Background: an optimization exercise with open tools, aiming at small area, a short achievable clock period and few clock cycles. Do not read the settings as production practice. Function was checked by simulation only, so behaviour that the tests miss may differ from the original.

<file path="flow/config.mk">
export PLATFORM = sky130hd
export DESIGN_NAME = fft
export DESIGN_NICKNAME = fft
export VERILOG_FILES = /design/flow/design.v
export SDC_FILE = /design/flow/constraint.sdc
export NUM_CORES = 4
export LEC_CHECK = 0
export CAP_MARGIN = 20
export CORE_MARGIN = 2
export CORE_UTILIZATION = 40
export SLEW_MARGIN = 20
</file>
<file path="flow/constraint.sdc">
create_clock -name core_clock -period 8.0 [get_ports {clk}]
set_input_delay 1.6000 -clock core_clock [delete_from_list [all_inputs] [get_ports {clk}]]
set_output_delay 1.6000 -clock core_clock [all_outputs]
set_load 0.01 [all_outputs]
</file>
<file path="flow/design.v">
module cmul (
	input             clk,
	input      [15:0] x,
	input      [15:0] w,
	output reg [8:0]  r9,
	output reg [8:0]  i9
);
	reg signed [7:0]  xr, xi, wr, wi;
	reg signed [15:0] prr, pii, pir, pri;
	wire signed [15:0] rel = prr - pii;
	wire signed [15:0] img = pir + pri;
	always @(posedge clk) begin
		xr <= x[15:8];
		xi <= x[7:0];
		wr <= w[15:8];
		wi <= w[7:0];
		prr <= xr * wr;
		pii <= xi * wi;
		pir <= xi * wr;
		pri <= xr * wi;
		r9 <= rel[15:7];
		i9 <= img[15:7];
	end
endmodule
module butterfly_ra2 #(parameter S = 3) (
	input             clk,
	input             inj,
	input             osel,
	input      [8:0]  r9,
	input      [8:0]  i9,
	input      [15:0] xin,
	output     [15:0] xout
);
	localparam D = 1 << S;
	localparam L = D + 3;
	reg  [16*L-1:0] sr;                  
	wire [15:0] x1 = sr[16*L-1 -: 16];
	wire [8:0]  p = {x1[15], x1[15:8]} + r9;
	wire [8:0]  u = {x1[15], x1[15:8]} - r9;
	wire [8:0]  q = {x1[7], x1[7:0]} + i9;
	wire [8:0]  v = {x1[7], x1[7:0]} - i9;
	integer k;
	always @(posedge clk) begin
		sr[15:0] <= xin;
		for (k = 1; k < L; k = k + 1)
			sr[16*k +: 16] <= (k == 3 && inj) ? {u[8:1], v[8:1]} : sr[16*(k-1) +: 16];
	end
	assign xout = osel ? x1 : {p[8:1], q[8:1]};
endmodule
module bf_s0 (
	input             clk,
	input             inj,
	input             osel,
	input      [7:0]  xin,
	output     [7:0]  xout
);
	function automatic [8:0] mul127(input [7:0] x);
		begin
			if (x == 8'h80)
				mul127 = 9'h181;                     
			else if (!x[7] && x != 8'd0)
				mul127 = {1'b0, x} - 9'd1;           
			else
				mul127 = {x[7], x};                  
		end
	endfunction
	function automatic [8:0] mul127n(input [7:0] x);
		begin
			if (x[7])
				mul127n = 9'd0 - {x[7], x} - 9'd1;   
			else
				mul127n = 9'd0 - {1'b0, x};          
		end
	endfunction
	reg  [7:0] r0, r1;           
	reg  [7:0] ar, br;           
	wire [8:0] r9 = mul127(xin);
	wire [8:0] p = {r0[7], r0} + r9;
	wire [8:0] u = {r0[7], r0} - r9;
	always @(posedge clk) begin
		r0 <= xin;
		r1 <= inj ? br : r0;
		ar <= p[8:1];
		br <= u[8:1];
	end
	assign xout = osel ? r1 : ar;
endmodule
module bf_s1 (
	input             clk,
	input             lo,
	input             inj,
	input             osel,
	input      [7:0]  xin,
	output     [15:0] xout
);
	function automatic [8:0] mul127(input [7:0] x);
		begin
			if (x == 8'h80)
				mul127 = 9'h181;                     
			else if (!x[7] && x != 8'd0)
				mul127 = {1'b0, x} - 9'd1;           
			else
				mul127 = {x[7], x};                  
		end
	endfunction
	function automatic [8:0] mul127n(input [7:0] x);
		begin
			if (x[7])
				mul127n = 9'd0 - {x[7], x} - 9'd1;   
			else
				mul127n = 9'd0 - {1'b0, x};          
		end
	endfunction
	reg  [7:0]  r0;
	reg  [15:0] r1, r2;
	reg  [15:0] ar, br;
	wire [7:0] x1 = r1[15:8];    
	wire [8:0] r9 = lo ? 9'd0 : mul127(xin);
	wire [8:0] i9 = lo ? mul127n(xin) : 9'd0;
	wire [8:0] p = {x1[7], x1} + r9;
	wire [8:0] u = {x1[7], x1} - r9;
	wire [8:0] v = 9'd0 - i9;
	always @(posedge clk) begin
		r0 <= xin;
		r1 <= inj ? br : {r0, 8'd0};
		r2 <= r1;
		ar <= {p[8:1], i9[8:1]};
		br <= {u[8:1], v[8:1]};
	end
	assign xout = osel ? r2 : ar;
endmodule
module bf_s2 (
	input             clk,
	input      [1:0]  lo,
	input             inj,
	input             osel,
	input      [15:0] xin,
	output     [15:0] xout
);
	localparam D = 4;
	localparam L = D + 2;
	reg  [16*L-1:0] sr;
	reg  [9:0]      ra, ia;          
	reg             k90;             
	reg  [8:0]      r9r, i9r;
	wire [8:0] xr = {xin[15], xin[15:8]};
	wire [8:0] xi = {xin[7], xin[7:0]};
	wire [8:0] s = xr + xi;      
	wire [8:0] d = xi - xr;
	reg  [9:0] ra_n, ia_n;
	always @(*)
		case (lo)
			2'd0: begin ra_n = {xr[8], xr}; ia_n = {xi[8], xi};          end
			2'd1: begin ra_n = {s[8], s};   ia_n = {d[8], d};            end
			2'd2: begin ra_n = {xi[8], xi}; ia_n = 10'd0 - {xr[8], xr};  end
			default: begin ra_n = {d[8], d}; ia_n = 10'd0 - {s[8], s};  end
		endcase
	wire signed [9:0]  ras = ra;
	wire signed [9:0]  ias = ia;
	wire signed [15:0] sra = ras;
	wire signed [15:0] sia = ias;
	wire signed [15:0] rel = k90 ? (sra <<< 6) + (sra <<< 4) + (sra <<< 3) + (sra <<< 1)
	                             : (sra <<< 7) - sra;
	wire signed [15:0] img = k90 ? (sia <<< 6) + (sia <<< 4) + (sia <<< 3) + (sia <<< 1)
	                             : (sia <<< 7) - sia;
	wire [15:0] x1 = sr[16*L-1 -: 16];
	wire [8:0]  p = {x1[15], x1[15:8]} + r9r;
	wire [8:0]  u = {x1[15], x1[15:8]} - r9r;
	wire [8:0]  q = {x1[7], x1[7:0]} + i9r;
	wire [8:0]  v = {x1[7], x1[7:0]} - i9r;
	integer k;
	always @(posedge clk) begin
		sr[15:0] <= xin;
		sr[31:16] <= sr[15:0];
		sr[47:32] <= inj ? {u[8:1], v[8:1]} : sr[31:16];
		for (k = 3; k < L; k = k + 1)
			sr[16*k +: 16] <= sr[16*(k-1) +: 16];
		ra <= ra_n;
		ia <= ia_n;
		k90 <= lo[0];
		r9r <= rel[15:7];
		i9r <= img[15:7];
	end
	assign xout = osel ? x1 : {p[8:1], q[8:1]};
endmodule
module ram128 (
	input             clk,
	input             modeA,
	input             modeB,
	input             modeC,
	input             bypA,
	input             bypB,
	input             bypC,
	input      [7:0]  din,           
	output     [7:0]  dout,          
	input             inj,
	input             osel,
	input      [8:0]  r9,
	input      [8:0]  i9,
	input      [15:0] xin,
	output     [15:0] xout
);
	localparam D = 64;
	localparam L = D + 3;
	reg  [8*L-1:0] re;               
	reg  [8*L-1:0] im;
	wire [7:0] a_last = re[8*62 +: 8];
	wire [7:0] b_last = im[8*39 +: 8];
	wire [7:0] c_last = im[8*51 +: 8];
	wire [7:0] s_a = bypA ? din : a_last;
	wire [7:0] s_b = bypB ? s_a : b_last;
	assign dout = bypC ? s_b : c_last;
	wire [7:0] x1r = re[8*L-1 -: 8];
	wire [7:0] x1i = im[8*L-1 -: 8];
	wire [8:0] p = {x1r[7], x1r} + r9;
	wire [8:0] u = {x1r[7], x1r} - r9;
	wire [8:0] q = {x1i[7], x1i} + i9;
	wire [8:0] v = {x1i[7], x1i} - i9;
	integer k;
	always @(posedge clk) begin
		re[7:0] <= modeA ? (bypA ? a_last : din) : xin[15:8];
		im[7:0] <= xin[7:0];
		for (k = 1; k < L; k = k + 1) begin
			if (k == 3 && inj) begin
				re[8*k +: 8] <= u[8:1];
				im[8*k +: 8] <= v[8:1];
			end else begin
				re[8*k +: 8] <= re[8*(k-1) +: 8];
				if (k == 10 && modeB)
					im[8*k +: 8] <= bypB ? b_last : s_a;
				else if (k == 40 && modeC)
					im[8*k +: 8] <= bypC ? c_last : s_b;
				else
					im[8*k +: 8] <= im[8*(k-1) +: 8];
			end
		end
	end
	assign xout = osel ? {x1r, x1i} : {p[8:1], q[8:1]};
endmodule
module wnp (
	input      [5:0]  address,
	output reg [15:0] q
);
	always @(*)
		case (address)
      6'd0: q = 16'h7f00;
      6'd1: q = 16'h7ffa;
      6'd2: q = 16'h7ef4;
      6'd3: q = 16'h7eed;
      6'd4: q = 16'h7de7;
      6'd5: q = 16'h7be1;
      6'd6: q = 16'h7adb;
      6'd7: q = 16'h78d5;
      6'd8: q = 16'h75cf;
      6'd9: q = 16'h73ca;
      6'd10: q = 16'h70c4;
      6'd11: q = 16'h6dbf;
      6'd12: q = 16'h6ab9;
      6'd13: q = 16'h66b4;
      6'd14: q = 16'h62af;
      6'd15: q = 16'h5eab;
      6'd16: q = 16'h5aa6;
      6'd17: q = 16'h55a2;
      6'd18: q = 16'h519e;
      6'd19: q = 16'h4c9a;
      6'd20: q = 16'h4796;
      6'd21: q = 16'h4193;
      6'd22: q = 16'h3c90;
      6'd23: q = 16'h368d;
      6'd24: q = 16'h318b;
      6'd25: q = 16'h2b88;
      6'd26: q = 16'h2586;
      6'd27: q = 16'h1f85;
      6'd28: q = 16'h1983;
      6'd29: q = 16'h1382;
      6'd30: q = 16'h0c82;
      6'd31: q = 16'h0681;
      6'd32: q = 16'h0081;
      6'd33: q = 16'hfa81;
      6'd34: q = 16'hf482;
      6'd35: q = 16'hed82;
      6'd36: q = 16'he783;
      6'd37: q = 16'he185;
      6'd38: q = 16'hdb86;
      6'd39: q = 16'hd588;
      6'd40: q = 16'hcf8b;
      6'd41: q = 16'hca8d;
      6'd42: q = 16'hc490;
      6'd43: q = 16'hbf93;
      6'd44: q = 16'hb996;
      6'd45: q = 16'hb49a;
      6'd46: q = 16'haf9e;
      6'd47: q = 16'haba2;
      6'd48: q = 16'ha6a6;
      6'd49: q = 16'ha2ab;
      6'd50: q = 16'h9eaf;
      6'd51: q = 16'h9ab4;
      6'd52: q = 16'h96b9;
      6'd53: q = 16'h93bf;
      6'd54: q = 16'h90c4;
      6'd55: q = 16'h8dca;
      6'd56: q = 16'h8bcf;
      6'd57: q = 16'h88d5;
      6'd58: q = 16'h86db;
      6'd59: q = 16'h85e1;
      6'd60: q = 16'h83e7;
      6'd61: q = 16'h82ed;
      6'd62: q = 16'h82f4;
      6'd63: q = 16'h81fa;
			default: q = 16'h0000;
		endcase
endmodule
module fft(
	rst_n,
	clk,
	data1,
	fft_go,
	fft_done,
	fft_res
);
	input rst_n;
	input clk;
	input signed [7:0] data1;
	input fft_go;
	output reg fft_done;
	output reg [15:0] fft_res;
	localparam [8:0] OUT0 = 9'd254;              
	localparam [8:0] LAST = OUT0 + 9'd127;       
	reg        run;
	reg  [8:0] cnt;
	always @(posedge clk or negedge rst_n)
		if (!rst_n) begin
			run <= 1'b0;
			cnt <= 9'd0;
		end else if (fft_go) begin
			run <= 1'b1;
			cnt <= 9'd1;
		end else if (run) begin
			cnt <= cnt + 9'd1;
			if (cnt == LAST)
				run <= 1'b0;
		end
	always @(posedge clk or negedge rst_n)
		if (!rst_n)
			fft_done <= 1'b0;
		else
			fft_done <= run & ~fft_go & (cnt >= OUT0 - 9'd1) & (cnt <= LAST - 9'd1);
	wire [8:0] cn = cnt + 9'd1;
	reg  bypA, bypB, bypC, modeA, modeB, modeC;
	reg  inj0, osel0, lo1, inj1, osel1, inj2, osel2;
	reg  [1:0] lo2;
	reg  inj3, osel3, inj4, osel4, inj5, osel5, inj6, osel6, sel6;
	reg  [5:0] tw3, tw4, tw5;
	wire [6:0] pA = cn[6:0] - 7'd4;
	wire [6:0] pB = cn[6:0] - 7'd67;
	wire [6:0] pC = cn[6:0] - 7'd97;
	wire [6:0] p0 = cn[6:0] - 7'd110;
	wire [6:0] p1 = cn[6:0] - 7'd112;
	wire [6:0] p2 = cn[6:0] - 7'd115;
	wire [6:0] p3 = cn[6:0] - 7'd121;
	wire [6:0] p4 = cn[6:0] - 7'd132;
	wire [6:0] p5 = cn[6:0] - 7'd151;
	wire [6:0] p6 = cn[6:0] - 7'd186;
	wire [6:0] j0 = p0 - 7'd1, q0 = p0 - 7'd2;
	wire [6:0] j1 = p1 - 7'd1, q1 = p1 - 7'd3;
	wire [6:0] j2 = p2 - 7'd2, q2 = p2 - 7'd6;
	wire [6:0] j3 = p3 - 7'd3, q3 = p3 - 7'd11;
	wire [6:0] j4 = p4 - 7'd3, q4 = p4 - 7'd19;
	wire [6:0] j5 = p5 - 7'd3, q5 = p5 - 7'd35;
	wire [6:0] j6 = p6 - 7'd3, q6 = p6 - 7'd67;
	always @(posedge clk) begin
		bypA <= pA[6] & ~pA[0];
		bypB <= pB[5] & ~pB[1];
		bypC <= pC[4] & ~pC[2];
		modeA <= cn <= 9'd131;
		modeB <= cn <= 9'd194;
		modeC <= cn <= 9'd224;
		inj0 <= j0[0];  osel0 <= q0[0];
		lo1 <= p1[0];   inj1 <= j1[1];  osel1 <= q1[1];
		lo2 <= p2[1:0]; inj2 <= j2[2];  osel2 <= q2[2];
		tw3 <= {p3[2:0], 3'd0}; inj3 <= j3[3]; osel3 <= q3[3];
		tw4 <= {p4[3:0], 2'd0}; inj4 <= j4[4]; osel4 <= q4[4];
		tw5 <= {p5[4:0], 1'd0}; inj5 <= j5[5]; osel5 <= q5[5];
		inj6 <= j6[6] & (cn >= 9'd250);
		osel6 <= q6[6];
		sel6 <= cn >= 9'd249;
	end
	reg  [7:0] din;
	reg  [7:0] sc;
	wire [7:0] sc_n;
	always @(posedge clk) begin
		din <= data1;
		sc <= sc_n;
	end
	wire [7:0]  s_0;
	wire [15:0] s_1, s_2, s_3, s_4, s_5, s_6;
	wire [15:0] w3, w4, w5;
	wire [8:0]  r9a, i9a, r9b, i9b, r9c, i9c;
	bf_s0 st0(.clk(clk), .inj(inj0), .osel(osel0), .xin(sc), .xout(s_0));
	bf_s1 st1(.clk(clk), .lo(lo1), .inj(inj1), .osel(osel1), .xin(s_0), .xout(s_1));
	bf_s2 st2(.clk(clk), .lo(lo2), .inj(inj2), .osel(osel2), .xin(s_1), .xout(s_2));
	reg [5:0] p6r;
	always @(posedge clk)
		p6r <= p6[5:0];
	wnp twa(.address(sel6 ? p6r : tw3), .q(w3));
	wnp twb(.address(tw4), .q(w4));
	wnp twc(.address(tw5), .q(w5));
	cmul mula(.clk(clk), .x(sel6 ? s_5 : s_2), .w(w3), .r9(r9a), .i9(i9a));
	cmul mulb(.clk(clk), .x(s_3), .w(w4), .r9(r9b), .i9(i9b));
	cmul mulc(.clk(clk), .x(s_4), .w(w5), .r9(r9c), .i9(i9c));
	butterfly_ra2 #(.S(3)) st3(.clk(clk), .inj(inj3), .osel(osel3), .r9(r9a), .i9(i9a), .xin(s_2), .xout(s_3));
	butterfly_ra2 #(.S(4)) st4(.clk(clk), .inj(inj4), .osel(osel4), .r9(r9b), .i9(i9b), .xin(s_3), .xout(s_4));
	butterfly_ra2 #(.S(5)) st5(.clk(clk), .inj(inj5), .osel(osel5), .r9(r9c), .i9(i9c), .xin(s_4), .xout(s_5));
	ram128 st6(.clk(clk), .modeA(modeA), .modeB(modeB), .modeC(modeC),
		.bypA(bypA), .bypB(bypB), .bypC(bypC), .din(din), .dout(sc_n),
		.inj(inj6), .osel(osel6), .r9(r9a), .i9(i9a), .xin(s_5), .xout(s_6));
	always @(posedge clk)
		fft_res <= s_6;
endmodule
</file>
<file path="flow/run.sh">
#!/bin/bash
# synth_recipe.tcl (not shown) runs the flow's synth.tcl, then flattens the netlist and writes it again
# the make line also repeats each setting of config.mk as NAME=value (left out here)
make -C /OpenROAD-flow-scripts/flow DESIGN_CONFIG=/design/flow/config.mk WORK_HOME=/design/flow/orfs CLKGATE_MAP_FILE= SYNTH_SCRIPT=/design/flow/synth_recipe.tcl finish
</file>
==> impl_metrics.tcl <==
set metrics [dict create \
    synth.yosys.seq_area_share_pct 51.2 \
    timing.critical_path.required_ns 8.77 \
    timing_max_transition_violations_final 0 \
    worst_hold_path_type "flop to flop" \
    max_freq_mhz 195 \
    setup_total_negative_slack_ns 0 \
    avgViaCountPerCell 4.65 \
    wl_per_cell_um 16.2 \
    critical_path_arrival_ns 5.90 \
    cts_setup_buffers 0 \
    yosys_warnings 13 \
    rsz0062_at_grt "false" \
    grt_max_degree 44 \
    critical-path-max-stage-delay_ns 0.77 \
    final_nets 10900 \
    post_synth_num_cell_types 95 \
    postSynthRegisterBits 2736 \
    post_route_cells_drive_above_1_share_pct 6.67 \
    worstPathBufferInverterCount 1 \
    dpl-instance-area_um2 111000 \
    finalCritPeriodShare_pct 64.1 \
    drtIter0Drc 3180 \
    htree_num_levels 5 \
    cap_violations 0 \
    grtUsageMet2_pct 25.7 \
    period_needed_ns 5.13 \
    die_height_um 521 \
    place.detailed.hpwl_um 157000 \
    count_of_input_and_output_buffers 27 \
    cts-buffers-inserted 282 \
    ant_nets 0 \
    clkSlewWorstSetupHoldPaths_ns 0.06 \
    synth-edff-count 0 \
    layout_common_cells "dfxtp_1, inv_1, ha_1" \
    std_cell_rows 189 \
    finish.instance_area_um2 121000 \
    total_grt_usage_pct 15.9 \
    synth_top_cell_area_share_pct 51.0 \
    clock-root-buffer "clkbuf_16" \
    route.vias.total 61600 \
    min-delay-start "st6.im[112]" \
    syn-num-nets 10800 \
    synthToLayoutAreaGrowth_pct 12.8 \
    path_delay_family "adder cells" \
    num-fill-cells 23900 \
    drt_wl_total_um 214000 \
    detailedRoute.firstPassIterationCount 8 \
    synthesis.area_um2 107000 \
    worst_slew_margin_rel_pct 13.3 \
    tightest_slew_ns 1.30 \
    floorplan_core_area_um2 266000 \
    routabilityCongestion 0.855 \
    seqCellArea_um2 54800 \
    grt_pass1_vias 64100 \
    clk-insertion-delay-late_ns 0.94 \
    grt_busiest_layer "met2" \
    post_cts.resized_instances 0 \
    outcome "timing/DRC/antenna clean" \
    timing.final.setup_violations 0 \
    multi_input_area_um2 46400 \
    netlist_top_cells_area "dfxtp_1, fa_1, ha_1, inv_1, and2_1" \
    crit_fanout 16 \
    slowest_stage "dfxtp_1" \
    postSynthCellCount 9382 \
    ys_async_sr_fraction_pct 0.402 \
    crit_chain "nand2_1 -> fa_1 -> fa_1 -> fa_1 -> fa_1 -> inv_1 -> ha_1 -> or3_1 -> o21ai_0 -> nor4b_1 -> a2111oi_0 -> a21oi_1 -> xnor2_1" \
    critPathCaptureType "flop" \
    dieArea_um2 272000 \
    fin_worst_skew_ns 0.107 \
    met3_usage_pct 2.76 \
    final_hold_viol_count 0 \
    critical_path.startpoint "mula.xr[5]" \
    tritoncts "yes" \
    globalRouteMet1Util_pct 21.9 \
    floorplan.initialDensity_pct 40.3 \
    wire_length_of_the_first_global_routing_pass_um 347000 \
    timing.setup.critical_path_class "flop to flop" \
    number_of_antenna_violations_at_the_first_check_in_global_routing 11 \
    mostFrequentLayoutCell "dfxtp_1" \
    drc_errors 0 \
    die_w_um 521 \
    crit-reg2reg-launch "mula.xr[5]" \
    grt_overflow 0 \
    ctsHoldBuffers 0 \
    synth.largest_area_cell "dfxtp_1" \
    cts.sinks 2736 \
    synth_flop_cell "dfxtp_1" \
    cp_common_cell "fa_1" \
    synth.avg_cell_area_um2 11.4 \
    cts_max_path_buffers 4 \
    io_pins 28 \
    cp-start-kind "flop" \
]
-- cell usage after synthesis, types with 55 or more instances --
cell	number
dfxtp_1	2725
inv_1	1319
ha_1	715
fa_1	713
and2_1	521
nand2_1	473
xnor2_1	342
a21oi_1	311
o21ai_0	307
nor2_1	304
clkbuf_1	204
nor2b_1	118
xor2_1	118
mux2_2	105
a21o_1	96
nor3_1	81
nand3_1	79
nand2b_1	69
o21bai_1	69
mux2i_1	56
o21a_1	55
-- path summary, 6_finish.rpt --
kind	endpoint	slack, ns	cells past startpoint
max	mula.pri[15]	2.87	13
min	st6.im[120]	0.25	0
max reg2reg	mula.pri[15]	2.87	13
min reg2reg	st6.im[120]	0.25	0
max in group asynchronous	cnt[8]	6.56	1
min in group asynchronous	cnt[7]	1.08	1
-- sequential cells by signal, summed over array words and instances (netlist names), 96 cells and up --
| signal | cells |
|---|---|
| st6.im | 536 |
| st3.sr | 176 |
| st5.sr | 560 |
| st2.sr | 96 |
| st4.sr | 304 |
| st6.re | 536 |
-- kinds of logic (layout without fill, tap and decap cells) --
group,count (synthesis),count (layout),share of synthesized area [%]
multiplexers,164,164,1.69
AND/OR/NAND/NOR,1844,1844,8.93
flip-flops,2736,2736,51.2
AO/OA/AOI/OAI,1198,1198,7.21
adder cells (fa/ha/maj),1428,1428,21.7
buffers and inverters,1551,1870,5.46
XOR/XNOR,461,461,3.78
other,0,10,0
-- cell type report --
cell class              count  area share (%)
diodes                     10          0.0207
inverters                1323            4.11
multi-input cells        5095            38.4
clock buffers             369            6.65
repair buffers             62           0.442
clock inverters           116            1.27
well taps                3533            3.66
flip-flops and latches   2736            45.4
-- per-stage QoR --
| stage | util (%) | std cells | setup WS, ns | hold WS, ns |
|---|---|---|---|---|
| 2_1_floorplan | - | 9382 | 3.54 | 0.310 |
| 3_5_place_dp | 41.8 | 12700 | 2.90 | 0.312 |
| 3_3_place_gp | 41.8 | 12700 | 3.03 | 0.310 |
| 5_1_grt | 45.4 | 13200 | 2.60 | 0.248 |
| 4_1_cts | 45.4 | 13200 | 2.90 | 0.244 |
| 6_report | 45.5 | 13200 | 2.87 | 0.253 |
-- per-layer routing --
layer  wire length, um  vias to the layer above
met5                13                        -
met4              5410                        2
met3              9830                      359
met2             97500                     1118
met1            101000                    30000
li1                  -                    30100
Testbench counts, summed over its fixed seeds: cycles 18,336.

-- re-timing with driven ports --
In the flow no input, the clock included, has a driving cell. The finished layout below was timed again as built, in two steps.
Step 1 assumes that a clkbuf_16 drives the clock port and a buf_2 every other input.
Step 2 moves the port delays by t, midway between the first and last clock arrival at a register: inputs arrive t later, outputs are due t later. That takes back most of the time a late clock gives input paths.
a / b / c = no drivers / after step 1 / after step 2; a / b = the first two.
t, ns: 0.970
slack for setup (ns): 2.870 / 2.870 / 2.870
hold slack, ns: 0.253 / 0.253 / 0.253
worst setup path after step 2: register to register
After both steps setup and hold are still met in this run. The setup slack of this run moves by 0.000 ns with the drivers and by 0.000 ns with both steps.
